Background: an optimization exercise with open tools, aiming at small area, a short achievable clock period and few clock cycles. Do not read the settings as production practice.
The RTL was checked by simulation tests, not by an equivalence proof against the original design.
Power and IR drop assume default switching activity.

`design/flow/run.sh`:
```
#!/bin/bash
# synth_recipe.tcl (not shown) runs the flow's synth.tcl, then flattens the netlist and writes it again
# the make line also repeats each setting of config.mk as NAME=value (left out here)
make -C /OpenROAD-flow-scripts/flow DESIGN_CONFIG=/design/flow/config.mk WORK_HOME=/design/flow/orfs CLKGATE_MAP_FILE= SYNTH_SCRIPT=/design/flow/synth_recipe.tcl finish
```
`design/flow/design.v`:
```
package pcmux;
typedef enum bit [1:0] {
    pc_plus4  = 2'b00
    ,alu_out  = 2'b01
    ,alu_mod2 = 2'b10
} pcmux_sel_t;
endpackage
package marmux;
typedef enum bit {
    pc_out = 1'b0
    ,alu_out = 1'b1
} marmux_sel_t;
endpackage
package cmpmux;
typedef enum bit {
    rs2_out = 1'b0
    ,i_imm = 1'b1
} cmpmux_sel_t;
endpackage
package alumux;
typedef enum bit {
    rs1_out = 1'b0
    ,pc_out = 1'b1
} alumux1_sel_t;
typedef enum bit [2:0] {
    i_imm    = 3'b000
    ,u_imm   = 3'b001
    ,b_imm   = 3'b010
    ,s_imm   = 3'b011
    ,j_imm   = 3'b100
    ,rs2_out = 3'b101
} alumux2_sel_t;
endpackage
package regfilemux;
typedef enum bit [3:0] {
    alu_out   = 4'b0000
    ,br_en    = 4'b0001
    ,u_imm    = 4'b0010
    ,lw       = 4'b0011
    ,pc_plus4 = 4'b0100
    ,lb        = 4'b0101
    ,lbu       = 4'b0110   
    ,lh        = 4'b0111
    ,lhu       = 4'b1000   
} regfilemux_sel_t;
endpackage
package forwardAmux;
typedef enum bit [1:0] {
    IDEX = 2'b00
    ,EXMEM = 2'b01
    ,MEMWB = 2'b10
    ,EXMEM_rdata = 2'b11
} forwardAmux_sel_t;
endpackage
package forwardBmux;
typedef enum bit [1:0] {
    IDEX = 2'b00
    ,EXMEM = 2'b01
    ,MEMWB = 2'b10
    ,EXMEM_rdata = 2'b11
} forwardBmux_sel_t;
endpackage
package forwardCmux;
typedef enum bit {
    RS2 = 1'b0,
    MEMWB = 1'b1
} forwardCmux_sel_t;
endpackage
package rv32i_types;
typedef logic [31:0] rv32i_word;
typedef logic [4:0] rv32i_reg;
typedef logic [3:0] rv32i_mem_wmask;
typedef enum bit [6:0] {
    op_lui   = 7'b0110111,  
    op_auipc = 7'b0010111,  
    op_jal   = 7'b1101111,  
    op_jalr  = 7'b1100111,  
    op_br    = 7'b1100011,  
    op_load  = 7'b0000011,  
    op_store = 7'b0100011,  
    op_imm   = 7'b0010011,  
    op_reg   = 7'b0110011,  
    op_csr   = 7'b1110011   
} rv32i_opcode;
typedef enum bit [2:0] {
    beq  = 3'b000,
    bne  = 3'b001,
    blt  = 3'b100,
    bge  = 3'b101,
    bltu = 3'b110,
    bgeu = 3'b111
} branch_funct3_t;
typedef enum bit [2:0] {
    lb  = 3'b000,
    lh  = 3'b001,
    lw  = 3'b010,
    lbu = 3'b100,
    lhu = 3'b101
} load_funct3_t;
typedef enum bit [2:0] {
    sb = 3'b000,
    sh = 3'b001,
    sw = 3'b010
} store_funct3_t;
typedef enum bit [2:0] {
    add  = 3'b000,  
    sll  = 3'b001,
    slt  = 3'b010,
    sltu = 3'b011,
    axor = 3'b100,
    sr   = 3'b101,  
    aor  = 3'b110,
    aand = 3'b111
} arith_funct3_t;
typedef enum bit [2:0] {
    alu_add = 3'b000,
    alu_sll = 3'b001,
    alu_sra = 3'b010,
    alu_sub = 3'b011,
    alu_xor = 3'b100,
    alu_srl = 3'b101,
    alu_or  = 3'b110,
    alu_and = 3'b111
} alu_ops;
typedef struct packed {
    rv32i_opcode opcode;
	branch_funct3_t cmpop;
    alu_ops aluop;
    logic load_regfile;
    logic alumux1_sel;
    logic [2:0] alumux2_sel;
    logic cmpmux_sel;
    logic [3:0] regfilemux_sel;
    logic marmux_sel;
    store_funct3_t store_funct3;
    logic mem_read;
    logic mem_write;
    logic[3:0] mem_byte_enable;
} rv32i_control_word;
typedef struct packed {
	rv32i_word pc;
	rv32i_word instr;
}  IFID_access_i;
typedef struct packed {
	rv32i_word pc;
	logic [2:0] funct3;
    logic [6:0] funct7;
    rv32i_opcode opcode;
    logic [31:0] i_imm;
    logic [31:0] s_imm;
    logic [31:0] b_imm;
    logic [31:0] u_imm;
    logic [31:0] j_imm;
    logic [4:0] rs1;
    logic [4:0] rs2;
    logic [4:0] rd;
}  IFID_access_o;
typedef struct packed {
	rv32i_control_word WB;
	rv32i_control_word M;
	rv32i_control_word EX;
	rv32i_word pc;
    logic [31:0] rs1;
    logic [31:0] rs2;
    logic [4:0] rd;
	rv32i_word i_imm;
	rv32i_word u_imm;
	rv32i_word b_imm;
	rv32i_word s_imm;
	rv32i_word j_imm;
	logic [4:0] rs1_idx;
    logic [4:0] rs2_idx;
}  IDEX_access;
typedef struct packed {
	rv32i_control_word WB;
	rv32i_control_word M;
	rv32i_word alu_out;
	rv32i_word alumux2_out;
	rv32i_word rs2;
	rv32i_word u_imm;
	rv32i_word pc;
	logic [4:0] rd;
	logic br_en;
}  EXMEM_access;
typedef struct packed {
	rv32i_control_word WB;
	rv32i_word addr;
	rv32i_word mem_rdata;
	rv32i_word alu_out;
	rv32i_word u_imm;
	logic br_en;
	rv32i_word pc;
	logic [4:0] rd;
}  MEMWB_access;
endpackage
module alu
(
    input rv32i_types::alu_ops aluop,
    input [31:0] a, b,
    output logic [31:0] f
);
always_comb
begin
    f = a + b;
    unique case (aluop)
        rv32i_types::alu_add:  f = a + b;
        rv32i_types::alu_sll:  f = a << b[4:0];
        rv32i_types::alu_sra:  f = $signed(a) >>> b[4:0];
        rv32i_types::alu_sub:  f = a - b;
        rv32i_types::alu_xor:  f = a ^ b;
        rv32i_types::alu_srl:  f = a >> b[4:0];
        rv32i_types::alu_or:   f = a | b;
        rv32i_types::alu_and:  f = a & b;
    endcase
end
endmodule
module cmp
(
    input rv32i_types::branch_funct3_t cmpop,
    input [31:0] a, b,
    output logic f
);
always_comb
begin
	unique case (cmpop)
		rv32i_types::beq: f = a == b;
		rv32i_types::bne: f = a != b;
		rv32i_types::blt: f = $signed(a) < $signed(b);
		rv32i_types::bge: f = $signed(a) >= $signed(b);
		rv32i_types::bltu: f = a < b;
		rv32i_types::bgeu: f = a >= b;
		default: f = 1'b0;
	endcase
end
endmodule
module control(
    input rv32i_types::rv32i_opcode opcode,
    input logic[2:0] funct3,
    input logic[6:0] funct7,
    input logic[4:0] rs1,
    input logic[4:0] rs2,
	input logic[4:0] rd,
    output rv32i_types::rv32i_control_word ctrl
);
rv32i_types::branch_funct3_t branch_funct3;
rv32i_types::store_funct3_t store_funct3;
rv32i_types::load_funct3_t load_funct3;
rv32i_types::arith_funct3_t arith_funct3;
assign arith_funct3 = rv32i_types::arith_funct3_t'(funct3);
assign load_funct3 = rv32i_types::load_funct3_t'(funct3);
assign store_funct3 = rv32i_types::store_funct3_t'(funct3);
function void loadRegfile(logic [3:0] sel);
    ctrl.regfilemux_sel = sel;
    ctrl.load_regfile = 1'b1;
endfunction
function automatic void setCMP(logic sel,rv32i_types::branch_funct3_t op);
    ctrl.cmpmux_sel = sel;
    ctrl.cmpop = op;
endfunction
always_comb begin
    ctrl.opcode = opcode;
    ctrl.aluop = rv32i_types::alu_ops'(funct3);
    ctrl.cmpop = rv32i_types::branch_funct3_t'(funct3);
    ctrl.regfilemux_sel = regfilemux::alu_out;
    ctrl.load_regfile = 1'b0;
    ctrl.alumux1_sel = alumux::rs1_out;
    ctrl.alumux2_sel = alumux::i_imm;
    ctrl.cmpmux_sel = cmpmux::rs2_out;
    ctrl.marmux_sel = marmux::pc_out;
    ctrl.mem_read = 1'b0;
    ctrl.mem_write = 1'b0;
    ctrl.mem_byte_enable = 4'b1111;
    ctrl.store_funct3 = rv32i_types::store_funct3_t'(3'b000);
    case (opcode) 
        rv32i_types::op_imm: begin
            case (arith_funct3)
                rv32i_types::slt: begin
                    loadRegfile(regfilemux::br_en);
                    setCMP(cmpmux::i_imm, rv32i_types::blt);
                end
                rv32i_types::sltu: begin
                    loadRegfile(regfilemux::br_en);
                    setCMP(cmpmux::i_imm, rv32i_types::bltu);
                end
                rv32i_types::sr: begin  
                    loadRegfile(regfilemux::alu_out);
                    ctrl.aluop = funct7 ? rv32i_types::alu_sra : rv32i_types::alu_srl;
                end
                default: begin  
                    loadRegfile(regfilemux::alu_out);
                    ctrl.aluop = rv32i_types::alu_ops'(funct3);
                end
            endcase
        end
        rv32i_types::op_br: begin
            ctrl.alumux1_sel = alumux::pc_out;
            ctrl.alumux2_sel = alumux::b_imm;
            ctrl.aluop = rv32i_types::alu_add;
        end
        rv32i_types::op_load: begin
            ctrl.aluop = rv32i_types::alu_add;
            ctrl.mem_read = 1'b1;
            case(load_funct3)
                rv32i_types::lb: loadRegfile(regfilemux::lb);
                rv32i_types::lh: loadRegfile(regfilemux::lh);
                rv32i_types::lw: loadRegfile(regfilemux::lw);
                rv32i_types::lbu: loadRegfile(regfilemux::lbu);
                rv32i_types::lhu: loadRegfile(regfilemux::lhu);
				endcase
        end
        rv32i_types::op_store: begin
            ctrl.alumux2_sel = alumux::s_imm;
            ctrl.aluop = rv32i_types::alu_add;
            ctrl.mem_write = 1'b1;
            ctrl.store_funct3 = store_funct3;
        end
        rv32i_types::op_auipc: begin
            ctrl.alumux1_sel = alumux::pc_out;
            ctrl.alumux2_sel = alumux::u_imm;
            loadRegfile(regfilemux::alu_out);
            ctrl.aluop = rv32i_types::alu_add;
        end
        rv32i_types::op_lui: begin
            loadRegfile(regfilemux::u_imm);
        end
        rv32i_types::op_reg: begin
            case (arith_funct3)
                rv32i_types::slt: begin
                    loadRegfile(regfilemux::br_en);
                    setCMP(cmpmux::rs2_out, rv32i_types::blt);
                end
                rv32i_types::sltu: begin
                    loadRegfile(regfilemux::br_en);
                    setCMP(cmpmux::rs2_out, rv32i_types::bltu);
                end 
                rv32i_types::sr: begin
                    loadRegfile(regfilemux::alu_out);
                    ctrl.alumux2_sel = alumux::rs2_out;
                    ctrl.aluop = funct7 ? rv32i_types::alu_sra : rv32i_types::alu_srl;
                end
                default: begin  
                    loadRegfile(regfilemux::alu_out);
                    if (arith_funct3 == rv32i_types::add)
                        ctrl.aluop = funct7 ? rv32i_types::alu_sub : rv32i_types::alu_add;
                    else
                        ctrl.aluop = rv32i_types::alu_ops'(funct3);
                    ctrl.alumux2_sel = alumux::rs2_out;
                end
            endcase
        end
        rv32i_types::op_jal: begin
            ctrl.alumux1_sel = alumux::pc_out;
            ctrl.alumux2_sel = alumux::j_imm;
            ctrl.aluop = rv32i_types::alu_add;
            loadRegfile(regfilemux::pc_plus4);
        end
        rv32i_types::op_jalr: begin
            ctrl.alumux1_sel = alumux::rs1_out;
            ctrl.alumux2_sel = alumux::i_imm;
            ctrl.aluop = rv32i_types::alu_add;
            loadRegfile(regfilemux::pc_plus4);
        end
        default: ctrl = 0;  
    endcase
end
endmodule
module regfile
(
    input clk,
    input rst,
    input load,
    input [31:0] in,
    input [4:0] src_a, src_b, dest,
    output logic [31:0] reg_a, reg_b
);
logic [31:0] data [32];
always_ff @(posedge clk)
begin
    if (rst)
    begin
        for (int i=0; i<32; i=i+1) begin
            data[i] <= '0;
        end
    end
    else if (load && dest)
    begin
        data[dest] <= in;
    end
end
always_comb
begin
    reg_a = src_a ? data[src_a] : 0;
    reg_b = src_b ? data[src_b] : 0;
end
endmodule
module decode
(
	input logic clk,
	input logic rst,
	input rv32i_types::rv32i_word pc,
	input [2:0] funct3,
	input [6:0] funct7,
	input rv32i_types::rv32i_opcode opcode,
	input [31:0] i_imm,
	input [31:0] s_imm,
	input [31:0] b_imm,
	input [31:0] u_imm,
	input [31:0] j_imm,
	input [4:0] rs1,
	input [4:0] rs2,
	input [4:0] rd,
    input logic reg_write,
	input [4:0] dest_reg,
	input rv32i_types::rv32i_word reg_in,
	output [31:0] pc_o,
	output [31:0] i_imm_o,
	output [31:0] u_imm_o,
	output [31:0] b_imm_o,
	output [31:0] s_imm_o,
	output [31:0] j_imm_o,
	output logic [31:0] rs1_o,
	output logic [31:0] rs2_o,
	output [4:0] rd_o,
	output [4:0] rs1_idx_o,
	output [4:0] rs2_idx_o,
	output rv32i_types::rv32i_control_word WB_o,
	output rv32i_types::rv32i_control_word M_o,
	output rv32i_types::rv32i_control_word EX_o
);
logic [31:0] rs2_output, rs1_output;
assign pc_o = pc;
assign i_imm_o = i_imm;
assign u_imm_o = u_imm;
assign b_imm_o = b_imm;
assign s_imm_o = s_imm;
assign j_imm_o = j_imm;
assign rd_o = rd;
assign rs1_idx_o = rs1;
assign rs2_idx_o = rs2;
rv32i_types::rv32i_control_word control_word;
assign WB_o = control_word;
assign M_o = control_word;
assign EX_o = control_word;
always_comb begin  
	rs1_o = rs1_output;
	rs2_o = rs2_output;
	if (reg_write && dest_reg != 5'd0) begin
		if (dest_reg == rs2) rs2_o = reg_in;
		if (dest_reg == rs1) rs1_o = reg_in;
	end
end	
regfile regfile
(
    .clk(clk),
    .rst(rst),
    .load(reg_write),
    .in(reg_in),
    .src_a(rs1), 
    .src_b(rs2), 
    .dest(dest_reg),
    .reg_a(rs1_output), 
    .reg_b(rs2_output)
);
control controller (
	.ctrl(control_word),
	.*
);
endmodule
module pc_register #(parameter width = 32)
(
    input clk,
    input rst,
    input load,
    input [width-1:0] in,
    output logic [width-1:0] out
);
logic [width-1:0] data;
always_ff @(posedge clk)
begin
    if (rst)
    begin
        data <= 32'h00000060;
    end
    else if (load)
    begin
        data <= in;
    end
    else
    begin
        data <= data;
    end
end
always_comb
begin
    out = data;
end
endmodule
module fetch
(
	input clk,
	input rst,
	input rv32i_types::rv32i_word alu_out,
	input rv32i_types::rv32i_word instr_i,
	input rv32i_types::rv32i_opcode ex_op,
	input logic br_en,
	input logic load_pc,
	input logic flush_pipeline_i,
	output rv32i_types::rv32i_word pc_out,
	output rv32i_types::rv32i_word instr_o
);
rv32i_types::rv32i_word pcmux_out;
logic [1:0] pcmux_sel;
assign instr_o = instr_i;
always_comb begin
	unique case (ex_op)
		rv32i_types::op_br: pcmux_sel = {1'b0, br_en};
		rv32i_types::op_jal: pcmux_sel = pcmux::alu_mod2;
		rv32i_types::op_jalr: pcmux_sel = pcmux::alu_mod2;
		default: pcmux_sel = pcmux::pc_plus4;
	endcase
	unique case (pcmux_sel)
		pcmux::pc_plus4: pcmux_out = pc_out + 4;
		pcmux::alu_out: pcmux_out = alu_out;
		pcmux::alu_mod2: pcmux_out = {alu_out[31:1], 1'b0};
		default: pcmux_out = 0;
	endcase
end
pc_register PC(
    .clk(clk),
    .rst(rst),
    .load(load_pc),
    .in(pcmux_out),
    .out(pc_out)
);
endmodule
module ir
(
    input clk,
    input rst,
    input load,
    input [31:0] in,
    output [2:0] funct3,
    output [6:0] funct7,
    output rv32i_types::rv32i_opcode opcode,
    output [31:0] i_imm,
    output [31:0] s_imm,
    output [31:0] b_imm,
    output [31:0] u_imm,
    output [31:0] j_imm,
    output [4:0] rs1,
    output [4:0] rs2,
    output [4:0] rd
);
logic [31:0] data;
assign funct3 = data[14:12];
assign funct7 = data[31:25];
assign opcode = rv32i_types::rv32i_opcode'(data[6:0]);
assign i_imm = {{21{data[31]}}, data[30:20]};
assign s_imm = {{21{data[31]}}, data[30:25], data[11:7]};
assign b_imm = {{20{data[31]}}, data[7], data[30:25], data[11:8], 1'b0};
assign u_imm = {data[31:12], 12'h000};
assign j_imm = {{12{data[31]}}, data[19:12], data[20], data[30:21], 1'b0};
assign rs1 = data[19:15];
assign rs2 = data[24:20];
assign rd = data[11:7];
always_ff @(posedge clk)
begin
    if (rst)
    begin
        data <= '0;
    end
    else if (load == 1)
    begin
        data <= in;
    end
    else
    begin
        data <= data;
    end
end
endmodule
module IFID
(
	input logic clk,
	input logic rst,
	input logic load,
	input rv32i_types::rv32i_word pc_i,
	input rv32i_types::rv32i_word instr_i,
	output rv32i_types::rv32i_word pc_o,
	output [2:0] funct3,
	output [6:0] funct7,
	output rv32i_types::rv32i_opcode opcode,
	output [31:0] i_imm,
	output [31:0] s_imm,
	output [31:0] b_imm,
	output [31:0] u_imm,
	output [31:0] j_imm,
	output [4:0] rs1,
	output [4:0] rs2,
	output [4:0] rd
);
ir ir
(
	.clk(clk),
	.rst(rst),
	.load(load),
	.in(instr_i),
	.funct3(funct3),
	.funct7(funct7),
	.opcode(opcode),
	.i_imm(i_imm),
	.s_imm(s_imm),
	.b_imm(b_imm),
	.u_imm(u_imm),
	.j_imm(j_imm),
	.rs1(rs1),
	.rs2(rs2),
	.rd(rd)
);
rv32i_types::rv32i_word pc_data;
always_ff @(posedge clk)
begin
    if (rst)
    begin
		pc_data <= '0;
    end
    else if (load)
    begin
		pc_data <= pc_i;
    end
	else 
	begin
		pc_data <= pc_data;
	end
end
always_comb
begin
    pc_o = pc_data;
end
endmodule
module IDEX
(
	input clk,
	input rst,
	input load,
	input rv32i_types::rv32i_control_word WB_i,
	input rv32i_types::rv32i_control_word M_i,
	input rv32i_types::rv32i_control_word EX_i,
	output rv32i_types::rv32i_control_word WB_o,
	output rv32i_types::rv32i_control_word M_o,
	output rv32i_types::rv32i_control_word EX_o,
	input rv32i_types::rv32i_word pc,
	input logic [31:0] rs1,
	input logic [31:0] rs2,
	input logic [4:0] rd,
	input rv32i_types::rv32i_word i_imm,
	input rv32i_types::rv32i_word u_imm,
	input rv32i_types::rv32i_word b_imm,
	input rv32i_types::rv32i_word s_imm,
	input rv32i_types::rv32i_word j_imm,
	input logic [4:0] rs1_idx,
	input logic [4:0] rs2_idx,
	output rv32i_types::rv32i_word pc_o,
	output logic [31:0] rs1_o,
	output logic [31:0] rs2_o,
	output logic [4:0] rd_o,
	output rv32i_types::rv32i_word i_imm_o,
	output rv32i_types::rv32i_word u_imm_o,
	output rv32i_types::rv32i_word b_imm_o,
	output rv32i_types::rv32i_word s_imm_o,
	output rv32i_types::rv32i_word j_imm_o,
	output logic [4:0] rs1_idx_o,
	output logic [4:0] rs2_idx_o
);
rv32i_types::rv32i_control_word WB_data;
rv32i_types::rv32i_control_word M_data;
rv32i_types::rv32i_control_word EX_data;
rv32i_types::rv32i_word pc_data;
logic [31:0] rs1_data;
logic [31:0] rs2_data;
logic [4:0] rd_data;
rv32i_types::rv32i_word i_imm_data;
rv32i_types::rv32i_word u_imm_data;
rv32i_types::rv32i_word b_imm_data;
rv32i_types::rv32i_word s_imm_data;
rv32i_types::rv32i_word j_imm_data;
logic [4:0] rs1_idx_data;
logic [4:0] rs2_idx_data;
always_ff @(posedge clk)
begin
    if (rst)
    begin
        WB_data <= '0;
		M_data <= '0;
		EX_data <= '0;
		pc_data <= '0;
		rs1_data <= '0;
		rs2_data <= '0;
		rd_data <= '0;
		i_imm_data <= '0;
		u_imm_data <= '0;
		b_imm_data <= '0;
		s_imm_data <= '0;
		j_imm_data <= '0;
		rs1_idx_data <= '0;
		rs2_idx_data <= '0;
    end
    else if (load)
    begin
        WB_data <= WB_i;
		M_data <= M_i;
		EX_data <= EX_i;
		pc_data <= pc;
		rs1_data <= rs1;
		rs2_data <= rs2;
		rd_data <= rd;
		i_imm_data <= i_imm;
		u_imm_data <= u_imm;
		b_imm_data <= b_imm;
		s_imm_data <= s_imm;
		j_imm_data <= j_imm;
		rs1_idx_data <= rs1_idx;
		rs2_idx_data <= rs2_idx;
    end
    else
    begin
        WB_data <= WB_data;
		M_data <= M_data;
		EX_data <= EX_data;
		pc_data <= pc_data;
		rs1_data <= rs1_data;
		rs2_data <= rs2_data;
		rd_data <= rd_data;
		i_imm_data <= i_imm_data;
		u_imm_data <= u_imm_data;
		b_imm_data <= b_imm_data;
		s_imm_data <= s_imm_data;
		j_imm_data <= j_imm_data;
		rs1_idx_data <= rs1_idx_data;
		rs2_idx_data <= rs2_idx_data;
    end
end
always_comb
begin
	WB_o = WB_data;
	M_o = M_data;
	EX_o = EX_data;
	pc_o = pc_data;
	rs1_o = rs1_data;
	rs2_o = rs2_data;
	rd_o = rd_data;
	i_imm_o = i_imm_data;
	u_imm_o = u_imm_data;
	b_imm_o = b_imm_data;
	s_imm_o = s_imm_data;
	j_imm_o = j_imm_data;
	rs1_idx_o = rs1_idx_data;
	rs2_idx_o = rs2_idx_data;
end
endmodule
module execute
(
	input clk,
	input rst,
	input logic alumux1_sel,
	input logic [2:0] alumux2_sel,
	input logic cmpmux_sel,
    input rv32i_types::alu_ops aluop,
	input rv32i_types::branch_funct3_t cmpop,
	input rv32i_types::rv32i_word pc,
	input rv32i_types::rv32i_word rs1,
	input rv32i_types::rv32i_word rs2,
	input rv32i_types::rv32i_word i_imm,
	input rv32i_types::rv32i_word u_imm,
	input rv32i_types::rv32i_word b_imm,
	input rv32i_types::rv32i_word s_imm,
	input rv32i_types::rv32i_word j_imm,
    input logic [1:0] forwardAmux_sel,
    input logic [1:0] forwardBmux_sel,
	input rv32i_types::rv32i_word EXMEM_rd_i,
	input rv32i_types::rv32i_word MEMWB_rd_i,
	input rv32i_types::rv32i_word data_rdata,
	output rv32i_types::rv32i_word alu_out,
	output rv32i_types::rv32i_word alumux2_out,
	output rv32i_types::rv32i_word rs2_fwd,
	output logic br_en
);
rv32i_types::rv32i_word alumux1_out;
rv32i_types::rv32i_word cmpmux_out;
rv32i_types::rv32i_word forwardAmux_out;
rv32i_types::rv32i_word forwardBmux_out;
	alu ALU(
		.aluop (aluop),
		.a (alumux1_out),
		.b (alumux2_out),
		.f (alu_out)
	);
	cmp CMP(
		.cmpop (cmpop),
		.a (forwardAmux_out),
		.b (cmpmux_out),
		.f (br_en)
	);
assign rs2_fwd = forwardBmux_out;
always_comb begin : MUXES
	forwardAmux_out = rs1;
	forwardBmux_out = rs2;
	cmpmux_out = forwardBmux_out;
	alumux1_out = forwardAmux_out;
	alumux2_out = i_imm;
	unique case (forwardAmux_sel)
		forwardAmux::IDEX: forwardAmux_out = rs1;
		forwardAmux::EXMEM: forwardAmux_out = EXMEM_rd_i;
		forwardAmux::MEMWB: forwardAmux_out = MEMWB_rd_i;
		forwardAmux::EXMEM_rdata: forwardAmux_out = data_rdata;
		default:;
	endcase
	unique case (forwardBmux_sel)
		forwardBmux::IDEX: forwardBmux_out = rs2;
		forwardBmux::EXMEM: forwardBmux_out = EXMEM_rd_i;
		forwardBmux::MEMWB: forwardBmux_out = MEMWB_rd_i;
		forwardBmux::EXMEM_rdata: forwardBmux_out = data_rdata;
		default:;
	endcase
	unique case (cmpmux_sel)
		cmpmux::rs2_out: cmpmux_out = forwardBmux_out;
		cmpmux::i_imm: cmpmux_out = i_imm;
		default:;
	endcase
	unique case (alumux1_sel)
		alumux::rs1_out: alumux1_out = forwardAmux_out;
		alumux::pc_out: alumux1_out = pc;
		default:;
	endcase
	unique case (alumux2_sel)
		alumux::i_imm: alumux2_out = i_imm;
		alumux::u_imm: alumux2_out = u_imm;
		alumux::b_imm: alumux2_out = b_imm;
		alumux::s_imm: alumux2_out = s_imm;
		alumux::j_imm: alumux2_out = j_imm;
		alumux::rs2_out: alumux2_out = forwardBmux_out;
		default:;
	endcase
end
endmodule
module EXMEM
(
	input logic clk,
	input logic rst,
	input logic load,
	input rv32i_types::rv32i_control_word WB_i,
	input rv32i_types::rv32i_control_word M_i,
	input rv32i_types::rv32i_word alu_out_i,
	input rv32i_types::rv32i_word alumux2_out_i,
	input rv32i_types::rv32i_word rs2_i,
	input logic [4:0] rd_i,
	input rv32i_types::rv32i_word u_imm_i,
	input logic br_en_i,
	input rv32i_types::rv32i_word pc_i,
	output rv32i_types::rv32i_control_word WB_o,
	output rv32i_types::rv32i_control_word M_o,
	output rv32i_types::rv32i_word alu_out_o,
	output rv32i_types::rv32i_word alumux2_out_o,
	output rv32i_types::rv32i_word rs2_o,
	output logic [4:0] rd_o,
	output rv32i_types::rv32i_word u_imm_o,
	output logic br_en_o,
	output rv32i_types::rv32i_word pc_o
);
rv32i_types::rv32i_control_word WB_data;
rv32i_types::rv32i_control_word M_data;
rv32i_types::rv32i_word alu_out_data;
rv32i_types::rv32i_word alumux2_out_data;
logic [4:0] rd_data;
rv32i_types::rv32i_word u_imm_data;
logic br_en_data;
rv32i_types::rv32i_word pc_data;
rv32i_types::rv32i_word rs2_data;
always_ff @(posedge clk)
begin
    if (rst)
    begin
		WB_data <= '0;
		M_data <= '0;
		alu_out_data <= '0;
		alumux2_out_data <= '0;
		rs2_data <= '0;
		rd_data <= '0;
		u_imm_data <= '0;
		br_en_data <= '0;
		pc_data <= '0;
    end
    else if (load)
    begin
		WB_data <= WB_i;
		M_data <= M_i;
		alu_out_data <= alu_out_i;
		alumux2_out_data <= alumux2_out_i;
		rs2_data <= rs2_i;
		rd_data <= rd_i;
		u_imm_data <= u_imm_i;
		br_en_data <= br_en_i;
		pc_data <= pc_i;
    end
	else 
	begin
		WB_data <= WB_data;
		M_data <= M_data;
		alu_out_data <= alu_out_data;
		alumux2_out_data <= alumux2_out_data;
		rs2_data <= rs2_data;
		rd_data <= rd_data;
		u_imm_data <= u_imm_data;
		br_en_data <= br_en_data;
		pc_data <= pc_data;
	end
end
always_comb
begin
 	WB_o = WB_data;
	M_o = M_data;
	alu_out_o = alu_out_data;
	alumux2_out_o = alumux2_out_data;
	rs2_o = rs2_data;
	rd_o = rd_data;
	u_imm_o = u_imm_data;
	br_en_o = br_en_data;
	pc_o = pc_data;
end
endmodule
module mem
(
    input clk,
    input rst,
    input logic mem_read,
    input logic mem_write,
    input logic[3:0] mem_byte_enable_i,
    input rv32i_types::rv32i_word address_i,
    input rv32i_types::rv32i_word rs2_i,
    input rv32i_types::rv32i_word regfile_i,
    input logic forwardCmux_sel,
    input rv32i_types::store_funct3_t store_funct3,
    input logic mem_resp,
    input logic br_en,
    input rv32i_types::rv32i_opcode opcode,
    input rv32i_types::rv32i_word ex_pc,
    input rv32i_types::rv32i_word cur_pc,
    input rv32i_types::rv32i_word id_pc,
    input rv32i_types::rv32i_word if_pc,
    output rv32i_types::rv32i_word mem_wdata_o,
    output rv32i_types::rv32i_word address_o,
    output logic[3:0] mem_byte_enable_o,
    output logic memstall,
    output logic flush_pipeline
);
rv32i_types::rv32i_word mem_wdata_i;
always_comb begin
    mem_wdata_i = rs2_i;
    case (forwardCmux_sel)
        forwardCmux::RS2: mem_wdata_i = rs2_i;
        forwardCmux::MEMWB: mem_wdata_i = regfile_i;
    endcase
end
always_comb begin
    if (br_en && opcode == rv32i_types::op_br)
        flush_pipeline = 1'b1;
    else if (opcode == rv32i_types::op_jal || opcode == rv32i_types::op_jalr)
        flush_pipeline = 1'b1;
    else
        flush_pipeline = 1'b0;
end
always_comb begin
    mem_byte_enable_o = mem_byte_enable_i;
    address_o = address_i;
    mem_wdata_o = 0;
    if (mem_write) begin
        case (store_funct3)
            rv32i_types::sb: begin  
                case (address_i & 2'b11)
                    0: begin
                        mem_byte_enable_o = 4'b0001;
                        mem_wdata_o = mem_wdata_i << 0;
                    end
                    1: begin
                        mem_byte_enable_o = 4'b0010;
                        mem_wdata_o = mem_wdata_i << 8;
                    end
                    2: begin
                        mem_byte_enable_o = 4'b0100;
                        mem_wdata_o = mem_wdata_i << 16;
                    end
                    3: begin
                        mem_byte_enable_o = 4'b1000;
                        mem_wdata_o = mem_wdata_i << 24;
                    end
                endcase
            end
            rv32i_types::sh: begin
                case (address_i & 2'b10)
                    0: begin
                        mem_byte_enable_o = 4'b0011;
                        mem_wdata_o = mem_wdata_i << 0;
                    end
                    2: begin
                        mem_byte_enable_o = 4'b1100;
                        mem_wdata_o = mem_wdata_i << 16;
                    end
                endcase
            end
            rv32i_types::sw: begin
                mem_byte_enable_o = 4'b1111;
                mem_wdata_o = mem_wdata_i;
            end
        endcase
    end
end
always_comb begin
    if((mem_read||mem_write) && !mem_resp) 
        memstall = 0;
    else
        memstall = 1;
end
endmodule
module MEMWB
(
	input logic clk,
	input logic rst,
	input logic load,
	input rv32i_types::rv32i_control_word WB_i,
	input rv32i_types::rv32i_word addr_i,
	input rv32i_types::rv32i_word mem_rdata_i,
	input rv32i_types::rv32i_word alu_out_i,
	input logic [4:0] rd_i,
	input rv32i_types::rv32i_word u_imm_i,
	input logic br_en_i,
	input rv32i_types::rv32i_word pc_i,
	output rv32i_types::rv32i_control_word WB_o,
	output rv32i_types::rv32i_word addr_o,
	output rv32i_types::rv32i_word mem_rdata_o,
	output rv32i_types::rv32i_word alu_out_o,
	output logic [4:0] rd_o,
	output rv32i_types::rv32i_word u_imm_o,
	output logic br_en_o,
	output rv32i_types::rv32i_word pc_o
);
rv32i_types::rv32i_control_word WB_data;
rv32i_types::rv32i_word mem_rdata_data;
rv32i_types::rv32i_word alu_out_data;
logic [4:0] rd_data;
rv32i_types::rv32i_word u_imm_data;
rv32i_types::rv32i_word addr_data;
logic br_en_data;
rv32i_types::rv32i_word pc_data;
always_ff @(posedge clk)
begin
    if (rst)
    begin
		WB_data <= '0 ;
		mem_rdata_data <= '0;
		alu_out_data <= '0;
		rd_data <= '0;
		u_imm_data <= '0;
		addr_data <= '0;
		br_en_data <= '0;
		pc_data <= '0;
    end
    else if (load)
    begin
		WB_data <= WB_i;
		mem_rdata_data <= mem_rdata_i;
		alu_out_data <= alu_out_i;
		rd_data <= rd_i;
		u_imm_data <= u_imm_i;
		addr_data <= addr_i;
		br_en_data <= br_en_i;
		pc_data <= pc_i;
    end
	else 
	begin
		WB_data <= WB_data;
		mem_rdata_data <= mem_rdata_data;
		alu_out_data <= alu_out_data;
		rd_data <= rd_data;
		u_imm_data <= u_imm_data;
		addr_data <= addr_data;
		br_en_data <= br_en_data;
		pc_data <= pc_data;
	end
end
always_comb
begin
    WB_o = WB_data;
	mem_rdata_o = mem_rdata_data;
	alu_out_o = alu_out_data;
	rd_o = rd_data;
	u_imm_o = u_imm_data;
	addr_o = addr_data;
	br_en_o = br_en_data;
	pc_o = pc_data;
end
endmodule
module writeback
(
	input rv32i_types::rv32i_word mem_rdata,
	input rv32i_types::rv32i_word alu_out,
	input logic [3:0] regfilemux_sel,
	input logic br_en,
	input rv32i_types::rv32i_word u_imm,
	input rv32i_types::rv32i_word addr,
	input rv32i_types::rv32i_word pc_out,
	output rv32i_types::rv32i_word regfilemux_out
);
always_comb begin
	regfilemux_out = '0;
	unique case(regfilemux_sel)
		regfilemux::alu_out: regfilemux_out = alu_out;
		regfilemux::br_en: regfilemux_out = {31'b0, br_en};
		regfilemux::u_imm: regfilemux_out = u_imm;
		regfilemux::lw: regfilemux_out = mem_rdata;
		regfilemux::pc_plus4: regfilemux_out = pc_out + 4;
		regfilemux::lb: begin
				case (addr & 2'b11)
					0: regfilemux_out = $signed(mem_rdata[7:0]);
					1: regfilemux_out = $signed(mem_rdata[15:8]);
					2: regfilemux_out = $signed(mem_rdata[23:16]);
					3: regfilemux_out = $signed(mem_rdata[31:24]);
				endcase
			end
		regfilemux::lbu: begin
			case (addr & 2'b11)
				0: regfilemux_out = {24'b0, mem_rdata[7:0]};
				1: regfilemux_out = {24'b0, mem_rdata[15:8]};
				2: regfilemux_out = {24'b0, mem_rdata[23:16]};
				3: regfilemux_out = {24'b0, mem_rdata[31:24]};
			endcase
		end
		regfilemux::lh: begin
			case (addr & 2'b10)
				0: regfilemux_out = $signed(mem_rdata[15:0]);
				2: regfilemux_out = $signed(mem_rdata[31:16]);
			endcase
		end
		regfilemux::lhu: begin
			case (addr & 2'b10)
				0: regfilemux_out = {16'b0, mem_rdata[15:0]};
				2: regfilemux_out = {16'b0, mem_rdata[31:16]};
			endcase
		end
		default: regfilemux_out = 31'b0;
	endcase
end
endmodule
module FU
(   
    input logic clk,
    input logic rst,
    input logic [4:0] rs1_i,
    input logic [4:0] rs2_i,
    input logic [4:0] EXMEM_rd_i,
    input logic [4:0] MEMWB_rd_i,
    input logic EXMEM_reg_write_i,
    input logic MEMWB_reg_write_i,
    input rv32i_types::rv32i_word MEMWB_address_i,
    input rv32i_types::rv32i_word EXMEM_address_i,
    input rv32i_types::rv32i_opcode EXMEM_opcode,
    input rv32i_types::rv32i_opcode MEMWB_opcode,
    output logic [1:0] forwardAmux_sel,
    output logic [1:0] forwardBmux_sel,
    output logic forwardCmux_sel
);
always_comb
begin
    forwardAmux_sel = forwardAmux::IDEX;
    forwardBmux_sel = forwardBmux::IDEX;  
    forwardCmux_sel = forwardCmux::RS2;
    if(EXMEM_reg_write_i && EXMEM_rd_i && (EXMEM_rd_i == rs1_i)) begin
        forwardAmux_sel = forwardAmux::EXMEM;
        if(EXMEM_opcode == rv32i_types::op_load)
            forwardAmux_sel = forwardAmux::EXMEM_rdata;
    end
    else if(MEMWB_reg_write_i && (MEMWB_rd_i != 0) && (MEMWB_rd_i == rs1_i)) begin
        forwardAmux_sel = forwardAmux::MEMWB;
    end
    if(EXMEM_reg_write_i && EXMEM_rd_i && (EXMEM_rd_i == rs2_i)) begin
        forwardBmux_sel = forwardBmux::EXMEM;
        if(EXMEM_opcode == rv32i_types::op_load)
            forwardBmux_sel = forwardBmux::EXMEM_rdata;
    end
    else if(MEMWB_reg_write_i && (MEMWB_rd_i != 0) && (MEMWB_rd_i == rs2_i)) begin
        forwardBmux_sel = forwardBmux::MEMWB;
    end
end
endmodule
module mp4
(    
	input logic clk,
    input logic rst,
	output logic inst_read,
	output logic [31:0] inst_addr,
	input logic inst_resp,
	input logic [31:0] inst_rdata,
	output logic data_read,
	output logic data_write,
	output logic [3:0] data_mbe,
	output logic [31:0] data_addr,
	output logic [31:0] data_wdata,
	input logic data_resp,
	input logic [31:0] data_rdata
);
rv32i_types::IFID_access_i IFID_i;
rv32i_types::IFID_access_o IFID_o;
rv32i_types::IDEX_access IDEX_i, IDEX_o;
rv32i_types::EXMEM_access EXMEM_i, EXMEM_o;
rv32i_types::MEMWB_access MEMWB_i, MEMWB_o;
rv32i_types::rv32i_word regfilemux_out;
logic [1:0] forwardAmux_sel;
logic [1:0] forwardBmux_sel;
logic forwardCmux_sel;
logic memstall;
logic flush_pipeline;
rv32i_types::rv32i_word instr_rdata;
rv32i_types::rv32i_word exmem_fwd;
logic mem_resp_inst, mem_resp_data;
rv32i_types::rv32i_word data_wdata_int;
logic [3:0] mem_byte_enable;
fetch fetch
(
	.clk(clk),
	.rst(rst),
	.alu_out(EXMEM_o.alu_out),
	.br_en(EXMEM_o.br_en),
	.instr_i(instr_rdata),
	.flush_pipeline_i(flush_pipeline),
	.pc_out(IFID_i.pc),
	.instr_o(IFID_i.instr),
	.ex_op(EXMEM_o.WB.opcode),
	.load_pc(flush_pipeline || (memstall && mem_resp_inst))
);
IFID IFID
(
	.clk(clk),
	.rst(rst | flush_pipeline | (memstall & ~mem_resp_inst)),
	.load(memstall && mem_resp_inst),
	.pc_i(IFID_i.pc),
	.instr_i(IFID_i.instr),  
	.pc_o(IFID_o.pc),
	.funct3(IFID_o.funct3),
	.funct7(IFID_o.funct7),
	.opcode(IFID_o.opcode),
	.i_imm(IFID_o.i_imm),
	.s_imm(IFID_o.s_imm),
	.b_imm(IFID_o.b_imm),
	.u_imm(IFID_o.u_imm),
	.j_imm(IFID_o.j_imm),
	.rs1(IFID_o.rs1),
	.rs2(IFID_o.rs2),
	.rd(IFID_o.rd)
);
decode decode
(
	.clk(clk),
	.rst(rst),
	.pc(IFID_o.pc),
	.funct3(IFID_o.funct3),
	.funct7(IFID_o.funct7),
	.opcode(IFID_o.opcode),
	.i_imm(IFID_o.i_imm),
	.s_imm(IFID_o.s_imm),
	.b_imm(IFID_o.b_imm),
	.u_imm(IFID_o.u_imm),
	.j_imm(IFID_o.j_imm),
	.rs1(IFID_o.rs1),
	.rs2(IFID_o.rs2),
	.rd(IFID_o.rd),
	.reg_write(MEMWB_o.WB.load_regfile),
	.dest_reg(MEMWB_o.rd),
	.reg_in(regfilemux_out),
	.pc_o(IDEX_i.pc),
	.i_imm_o(IDEX_i.i_imm),
	.u_imm_o(IDEX_i.u_imm),
	.b_imm_o(IDEX_i.b_imm),
	.s_imm_o(IDEX_i.s_imm),
	.j_imm_o(IDEX_i.j_imm),
	.rs1_o(IDEX_i.rs1),
	.rs2_o(IDEX_i.rs2),
	.rd_o(IDEX_i.rd),
	.rs1_idx_o(IDEX_i.rs1_idx),
	.rs2_idx_o(IDEX_i.rs2_idx),
	.WB_o(IDEX_i.WB),
	.M_o(IDEX_i.M),
	.EX_o(IDEX_i.EX)
);
IDEX IDEX
(
	.clk(clk),
	.rst(rst | flush_pipeline),
	.load(memstall),  
	.WB_i(IDEX_i.WB),
	.M_i(IDEX_i.M),
	.EX_i(IDEX_i.EX),
	.WB_o(IDEX_o.WB),
	.M_o(IDEX_o.M),
	.EX_o(IDEX_o.EX),
	.pc(IDEX_i.pc),
	.rs1(IDEX_i.rs1),
	.rs2(IDEX_i.rs2), 
	.rd(IDEX_i.rd),
	.i_imm(IDEX_i.i_imm),
	.u_imm(IDEX_i.u_imm),
	.b_imm(IDEX_i.b_imm),
	.s_imm(IDEX_i.s_imm),
	.j_imm(IDEX_i.j_imm),
	.rs1_idx(IDEX_i.rs1_idx),
	.rs2_idx(IDEX_i.rs2_idx),
	.pc_o(IDEX_o.pc),
	.rs1_o(IDEX_o.rs1),
	.rs2_o(IDEX_o.rs2),
	.rd_o(IDEX_o.rd),
	.i_imm_o(IDEX_o.i_imm),
	.u_imm_o(IDEX_o.u_imm),
	.b_imm_o(IDEX_o.b_imm),
	.s_imm_o(IDEX_o.s_imm),
	.j_imm_o(IDEX_o.j_imm),
	.rs1_idx_o(IDEX_o.rs1_idx),
	.rs2_idx_o(IDEX_o.rs2_idx)
);
execute execute
(
	.clk(clk),
	.rst(flush_pipeline),
	.alumux1_sel(IDEX_o.EX.alumux1_sel),
	.alumux2_sel(IDEX_o.EX.alumux2_sel),
    .aluop(IDEX_o.EX.aluop),
	.cmpop(IDEX_o.EX.cmpop),
	.cmpmux_sel(IDEX_o.EX.cmpmux_sel),
	.pc(IDEX_o.pc),
	.rs1(IDEX_o.rs1),
	.rs2(IDEX_o.rs2),
	.i_imm(IDEX_o.i_imm),
	.u_imm(IDEX_o.u_imm),
	.b_imm(IDEX_o.b_imm),
	.s_imm(IDEX_o.s_imm),
	.j_imm(IDEX_o.j_imm),
	.forwardAmux_sel(forwardAmux_sel),
	.forwardBmux_sel(forwardBmux_sel),
	.EXMEM_rd_i(exmem_fwd),
	.MEMWB_rd_i(regfilemux_out),
	.alu_out(EXMEM_i.alu_out),
	.alumux2_out(EXMEM_i.alumux2_out),
	.br_en(EXMEM_i.br_en),
	.rs2_fwd(EXMEM_i.rs2),
	.data_rdata(exmem_fwd)
);
assign EXMEM_i.WB = IDEX_o.WB;
assign EXMEM_i.M = IDEX_o.M;
assign EXMEM_i.u_imm = IDEX_o.u_imm;
assign EXMEM_i.pc = IDEX_o.pc;
assign EXMEM_i.rd = IDEX_o.rd;
EXMEM EXMEM
(
	.clk(clk),
	.rst(rst | flush_pipeline),
	.load(memstall),  
	.WB_i(EXMEM_i.WB),
	.M_i(EXMEM_i.M),
	.alu_out_i(EXMEM_i.alu_out),
	.alumux2_out_i(EXMEM_i.alumux2_out),
	.rs2_i(EXMEM_i.rs2),
	.rd_i(EXMEM_i.rd),
	.u_imm_i(EXMEM_i.u_imm),
	.br_en_i(EXMEM_i.br_en),
	.pc_i(EXMEM_i.pc),
	.WB_o(EXMEM_o.WB),
	.M_o(EXMEM_o.M),
	.alu_out_o(EXMEM_o.alu_out),
	.alumux2_out_o(EXMEM_o.alumux2_out),
	.rs2_o(EXMEM_o.rs2),
	.rd_o(EXMEM_o.rd),
	.u_imm_o(EXMEM_o.u_imm),
	.br_en_o(EXMEM_o.br_en),
	.pc_o(EXMEM_o.pc)
);
mem mem
(
	.clk(clk),
	.rst(rst),
	.mem_read(EXMEM_o.M.mem_read),
	.mem_write(EXMEM_o.M.mem_write),
	.mem_byte_enable_i(EXMEM_o.M.mem_byte_enable),
	.br_en(EXMEM_o.br_en),
	.opcode(EXMEM_o.M.opcode),
	.flush_pipeline(flush_pipeline),
	.address_i(EXMEM_o.alu_out),
	.rs2_i(EXMEM_o.rs2),  
	.regfile_i(regfilemux_out),
	.forwardCmux_sel(forwardCmux_sel),
	.mem_wdata_o(data_wdata_int),
	.mem_byte_enable_o(mem_byte_enable),
	.mem_resp(mem_resp_data),
	.address_o(MEMWB_i.addr),
	.store_funct3(EXMEM_o.M.store_funct3),
	.memstall(memstall),
	.ex_pc(IDEX_o.pc),
	.cur_pc(EXMEM_o.pc),
	.id_pc(IFID_o.pc),
	.if_pc(IFID_i.pc)
);
writeback exmem_result
(
	.mem_rdata(data_rdata),
	.alu_out(EXMEM_o.alu_out),
	.regfilemux_sel(EXMEM_o.WB.regfilemux_sel),
	.br_en(EXMEM_o.br_en),
	.u_imm(EXMEM_o.u_imm),
	.addr(EXMEM_o.alu_out),
	.pc_out(EXMEM_o.pc),
	.regfilemux_out(exmem_fwd)
);
assign MEMWB_i.rd = EXMEM_o.rd;
assign MEMWB_i.WB = EXMEM_o.WB;
assign MEMWB_i.alu_out = EXMEM_o.alu_out;
assign MEMWB_i.u_imm = EXMEM_o.u_imm;
assign MEMWB_i.br_en = EXMEM_o.br_en;
assign MEMWB_i.pc = EXMEM_o.pc;
MEMWB MEMWB
(
	.clk(clk),
	.rst(rst),
	.load(memstall),  
	.WB_i(MEMWB_i.WB),
	.addr_i(MEMWB_i.addr),
	.mem_rdata_i(data_rdata),  
	.alu_out_i(MEMWB_i.alu_out),
	.rd_i(MEMWB_i.rd),
	.u_imm_i(MEMWB_i.u_imm),
	.br_en_i(MEMWB_i.br_en),
	.pc_i(MEMWB_i.pc),
	.WB_o(MEMWB_o.WB),
	.addr_o(MEMWB_o.addr),
	.mem_rdata_o(MEMWB_o.mem_rdata),
	.alu_out_o(MEMWB_o.alu_out),
	.rd_o(MEMWB_o.rd),
	.u_imm_o(MEMWB_o.u_imm),
	.br_en_o(MEMWB_o.br_en),
	.pc_o(MEMWB_o.pc)
);
writeback writeback
(
	.mem_rdata(MEMWB_o.mem_rdata),
	.alu_out(MEMWB_o.alu_out),
	.regfilemux_sel(MEMWB_o.WB.regfilemux_sel),
	.br_en(MEMWB_o.br_en),
	.u_imm(MEMWB_o.u_imm),
	.addr(MEMWB_o.addr),
	.pc_out(MEMWB_o.pc),
	.regfilemux_out(regfilemux_out)
);
FU FU
(
    .clk(clk),
    .rst(rst),
    .rs1_i(IDEX_o.rs1_idx),
    .rs2_i(IDEX_o.rs2_idx),
    .EXMEM_rd_i(EXMEM_o.rd),
    .MEMWB_rd_i(MEMWB_o.rd),
    .EXMEM_reg_write_i(EXMEM_o.WB.load_regfile),
    .MEMWB_reg_write_i(MEMWB_o.WB.load_regfile),
	.MEMWB_address_i(MEMWB_o.addr),
	.EXMEM_address_i(EXMEM_o.alu_out),
	.EXMEM_opcode(EXMEM_o.WB.opcode),
	.MEMWB_opcode(MEMWB_o.WB.opcode),
    .forwardAmux_sel(forwardAmux_sel),
    .forwardBmux_sel(forwardBmux_sel),
	.forwardCmux_sel(forwardCmux_sel)
);
assign inst_read = ~flush_pipeline;
assign inst_addr = IFID_i.pc;
assign mem_resp_inst = inst_resp;
assign instr_rdata = inst_rdata;
assign data_read = EXMEM_o.M.mem_read;
assign data_write = EXMEM_o.M.mem_write;
assign data_mbe = mem_byte_enable;
assign data_addr = EXMEM_o.alu_out;
assign data_wdata = data_wdata_int;
assign mem_resp_data = data_resp;
endmodule
```
`design/flow/config.mk`:
```
export PLATFORM = sky130hd
export DESIGN_NAME = mp4
export DESIGN_NICKNAME = mp4
export VERILOG_FILES = /design/flow/design.v
export SDC_FILE = /design/flow/constraint.sdc
export NUM_CORES = 4
export LEC_CHECK = 0
export CAP_MARGIN = 20
export CORE_MARGIN = 2
export CORE_UTILIZATION = 45
export PLACE_DENSITY = 0.6
export SLEW_MARGIN = 20
```
`design/flow/constraint.sdc`:
```
create_clock -name core_clock -period 12.0 [get_ports {clk}]
set_input_delay 2.4000 -clock core_clock [delete_from_list [all_inputs] [get_ports {clk}]]
set_output_delay 2.4000 -clock core_clock [all_outputs]
set_load 0.01 [all_outputs]
```
==> out/results.tsv <==
stage	metric	value	unit
cts	cts_made_buffers	172	
timing	slew_headroom	0.203	
floorplan	die_h	447	microns
setup_path	worstPathCellList	clkdlybuf4s50_1, mux4_2, and3_1, a221oi_1, nand2_1, a221oi_4, ha_1, nand4_1, o21ai_0, xnor2_1, ha_1, nand3_1, or2_0, nor2_1, a211oi_1, o211ai_1, o311ai_0, a31oi_1, o21a_1, o211ai_1, a211oi_1, nor3b_1, a21oi_1	
floorplan	floorplan.rows	162	
setup_path	r2r_cells	24	
detailed_routing	drt_first_iter_violations	11160	
final_layout	multiInputGateArea	0.0439	sq mm
logic_synthesis	syn_inst	8204	
cts	clock_sinks	1547	
logic_synthesis	ys_types	100	
logic_synthesis	synth_compound_area_frac	0.116	
logic_synthesis	synth_top_cell_area_share	0.349	
job	drv_cap	0	
logic_synthesis	synth_top_family_by_area	multiplexers	
placed_design	routabilityCongestion	1.07	
detailed_routing	drc_errors	0	
logic_synthesis	synth.area.top_cells	edfxtp_1 (35%), mux4_2 (17%), dfxtp_1 (12%)	
cts	htreeDepth	4	
setup_path	regToRegSetupSlack	3.88	ns
global_route	grt_antenna_before_repair	14	
cts	tritoncts	done	
detailed_routing	dr.pass1.iters	7	
setup_path	worst-path-stages	23	
worst_hold_path	worstHoldPathCells	2	
detailed_routing	wirelength_met1	144	mm
placed_design	hpwlAfterDp	276	mm
cts	cts_root_buf	clkbuf_16	
global_route	grt_pass1_vias	69587	
final_layout	seq_area	0.0413	sq mm
cts	cts_resized	0	
setup_path	cpPeakStageDelay	0.66	ns
placed_design	port_buffers	170	
global_route	grt_start_max_net_pins	193	
detailed_routing	vias	73263	
pwr	seq_power_share	0.443	
floorplan	fp.dieW	447	microns
timing	slew_viol_final	0	
floorplan	io_pins	171	
pwr	swShare	0.293	
pwr	cellLeakagePower	32.7	nW
logic_synthesis	synth.mux.area_fraction	0.203	
timing	setup-violations-final	0	
global_route	grt_pass1_wl	559	mm
pwr	total_power	13.6	mW
final_layout	nets	8260	
setup_path	worstPathArrival	9.52	ns
detailed_routing	routed.top_layer	met5	
final_layout	layout-drive-gt1-share	0.177	
logic_synthesis	avgSynthCellArea	10.8	sq um
timing	rsz0062_at_grt	no	
logic_synthesis	synth_warnings	16	
timing	final.period_utilization	0.735	
pwr	p_clk_frac	0.402	
pwr	switching_power	3.98	mW
floorplan	core_area	0.195	sq mm
run_status	status	complete, no violations	
cts	clock_latency	0.88	ns
pwr	power.density	138	mW/mm^2
pwr	intPower	9.62	mW
logic_synthesis	synth_fa_ha_area_frac	0.0189	
setup_path	worst-path-buf-inv	1	
logic_synthesis	synthSimpleGateAreaFrac	0.141	
detailed_routing	ant_nets	0	
logic_synthesis	synth_xor_area_frac	0.0123	
setup_path	required	12.70	ns
logic_synthesis	yosys_most_used_dff	edfxtp_1	
timing	hold_violations	0	
cts	cts_setup_buffers	0	
setup_path	critPathTopFamily	compound AO/OA/AOI/OAI gates	
logic_synthesis	ys_ff_latch	1547	
setup_path	crit_type	input pin to register	
timing	fin_worst_skew	0.0811	ns
worst_hold_path	min_path_type	register to register	
cts	cts_buffer_depth	3	
detailed_routing	dr_wl_met3	41.9	mm
global_route	grt-ovfl-total	0	
final_layout	nFillCells	17401	
detailed_routing	wl_met2	182	mm
setup_path	crit_fanout	6	
pwr	combPwrFrac	0.155	
floorplan	start_util	0.453	
cts	holdBufCountCts	0	
logic_synthesis	synth.cell_area	0.0882	sq mm
timing	worst_slew_pin_slew	1.20	ns
logic_synthesis	ys_seq_area_frac	0.467	
cts	path_clk_slew	0.06	ns
timing	fmax	113	MHz
detailed_routing	wire_per_inst	37.5	microns
pwr	vdd_drop_max	140	uV
setup_path	cp_slowest_cell	a221oi_1	
detailed_routing	routed_wl	406	mm
logic_synthesis	synth_enable_flop_cells	1024	
global_route	grt_use_total	0.402	
setup_path	start_kind	input pin	
timing	min_period	8.82	ns
logic_synthesis	yosysTopAreaCell	edfxtp_1	
setup_path	end_kind	register	
floorplan	dieArea	0.200	sq mm
timing	finalSetupTns	0	ns
logic_synthesis	synthArstFlopShare	0	
detailed_routing	viasPerCell	6.76	
final_layout	area_growth	11.9	%
-- state kept, by name (all words and copies together), names as in the netlist, 5 cells and up, named ones only --
signal                cells
IDEX.pc_data             32
MEMWB.addr_data          32
MEMWB.WB_data             5
decode.regfile.data    1024
IFID.pc_data             32
IDEX.rs1_data            32
EXMEM.alu_out_data       32
EXMEM.WB_data            18
IDEX.M_data              29
MEMWB.rd_data             5
MEMWB.u_imm_data         20
IDEX.s_imm_data          12
MEMWB.pc_data            32
EXMEM.rd_data             5
fetch.PC.data            32
EXMEM.pc_data            32
MEMWB.mem_rdata_data     32
IDEX.rs2_data            32
IFID.ir.data             32
EXMEM.u_imm_data         20
EXMEM.rs2_data           32
-- synthesized netlist by cell type, types with 15 or more instances --
master	number
dfxtp_1	523
o221ai_1	90
nand2_1	1014
and4_1	21
a221oi_1	19
buf_2	45
nand4_1	68
o311ai_0	16
o221a_2	15
o31ai_1	21
a31oi_1	44
o22ai_1	29
and3_1	34
edfxtp_1	1024
buf_4	33
or4_1	19
a21oi_1	553
nor3_1	77
o21a_1	29
a311oi_1	16
a22oi_1	62
a21o_1	54
o211ai_1	74
mux2i_1	226
and2_1	44
mux2_2	65
a2bb2oi_1	17
xnor2_1	79
inv_1	101
o21ai_0	287
buf_1	110
or3_1	19
nor4_1	30
nor2b_1	22
ha_1	132
o2bb2ai_1	19
a211oi_1	73
nor2_1	1384
a211o_1	17
clkbuf_1	617
mux4_2	661
nand2b_1	57
xor2_1	45
nand3_1	91
or2_2	16
-- placed cells by master (no fill, tap or decap), types with 34 or more instances in the layout --
master,Yosys,routed
and3_1,34,34
o221ai_1,90,90
mux2_2,65,65
edfxtp_1,1024,1024
nand2_1,1014,982
dfxtp_1,523,508
ha_1,132,132
inv_1,101,101
nor2_1,1384,1371
o211ai_1,74,74
buf_4,33,277
mux4_2,661,661
and2_1,44,42
a31oi_1,44,44
a21o_1,54,54
nor3_1,77,74
o21ai_0,287,285
clkdlybuf4s50_1,0,169
a21oi_1,553,553
a22oi_1,62,62
clkbuf_16,0,172
mux2i_1,226,226
nand3_1,91,91
clkbuf_1,617,40
nand4_1,68,68
xnor2_1,79,79
a211oi_1,73,72
xor2_1,45,45
-- worst register-to-register path, stage by stage, from the launching register on --
cell and delay [ns]:
dfxtp_2 0.31, buf_4 0.46, nor4b_2 0.22, nor2_1 0.79, o221ai_1 0.54, or2_2 0.48, a221oi_2 0.53, inv_1 0.21
nor4_1 0.47, nand4_1 0.27, o21ai_0 0.27, xnor2_1 0.19, ha_1 0.34, nand3_1 0.11, or2_0 0.33, nor2_1 0.09
a211oi_1 0.40, o211ai_1 0.25, o311ai_0 0.62, a31oi_1 0.22, o21a_1 0.25, o211ai_1 0.20, a211oi_1 0.10, nor3b_1 0.22
a21oi_1 0.09
-- area by class of cell --
class                   count  share of cell area
inverters                 108             0.00413
well taps                2624              0.0333
clock buffers             227              0.0472
flip-flops and latches   1547               0.418
clock inverters            88              0.0114
diodes                     14            0.000355
repair buffers            458              0.0406
multi-input cells        5772               0.445
-- worst paths after layout --
kind	from	to
setup / recovery	data_rdata[17]	EXMEM.alu_out_data[28]$_SDFFE_PP0N_
hold / removal	IFID.pc_data[4]$_SDFFE_PP0P_	IDEX.pc_data[4]$_SDFFE_PP0N_
setup reg to reg	MEMWB.WB_data[11]$_SDFFE_PP0N_	EXMEM.alu_out_data[28]$_SDFFE_PP0N_
hold reg to reg	IFID.pc_data[4]$_SDFFE_PP0P_	IDEX.pc_data[4]$_SDFFE_PP0N_
-- power groups by stage --
stage          Sequential (mW)  Clock, mW  Combinational, mW
2_1_floorplan             6.05          0               1.10
3_3_place_gp              6.11          0               2.02
3_5_place_dp              6.12          0               2.02
4_1_cts                   6.01       5.50               2.03
5_1_grt                   6.03       5.71               2.14
6_report                  6.02       5.47               2.11
-- layer usage --
metal,global-route usage,up-vias
met4,0.310,10
met5,0,-
li1,-,30198
met1,0.498,36955
met2,0.617,5000
met3,0.0836,1100
-- metrics by stage --
stage	instance area (sq um)	hold slack, ns	std cells	util	worst slack (ns)
6_report	98700	0.439	10838	0.507	3.18
5_1_grt	98700	0.462	10825	0.506	2.89
4_1_cts	98600	0.434	10823	0.506	3.48
3_5_place_dp	92800	0.443	10508	0.476	2.63
3_3_place_gp	92800	0.436	10508	0.476	2.64
2_1_floorplan	88300	0.427	8235	-	3.69
-- cell families (layout without fill, tap and decap cells) --
kind of cell,count (synthesis),count (layout)
AO/OA/AOI/OAI,1581,1581
XOR/XNOR,124,124
adder cells (fa/ha/maj),133,133
buffers and inverters,916,881
flip-flops,1547,1547
multiplexers,954,954
other,1,46
AND/OR/NAND/NOR,2948,2948
Testbench counts, summed over its fixed seeds: cycles 42,640.

port drivers added, routing unchanged:
The flow's constraints put no driver on any port. The routed layout listed below was extracted and timed again, unchanged, in two steps.
Step 1, drivers: a clkbuf_16 drives clk and a buf_2 each remaining input, both assumed.
Step 2 moves the port delays by t, midway between the first and last clock arrival at a register: inputs arrive t later, outputs are due t later. That takes back most of the time a late clock gives input paths.
Three values: ideal ports, drivers, drivers and shift; two values: the first two.
t (ns): 0.942
setup slack, ns: 3.184 / 3.251 / 2.309
worst setup path after step 2: input to register
worst register clock-pin slew, ns: 0.08 / 0.08
After both steps setup and hold are still met in this run. For this run, drivers alone change the setup slack by +0.067 ns; drivers and shift together by -0.875 ns.
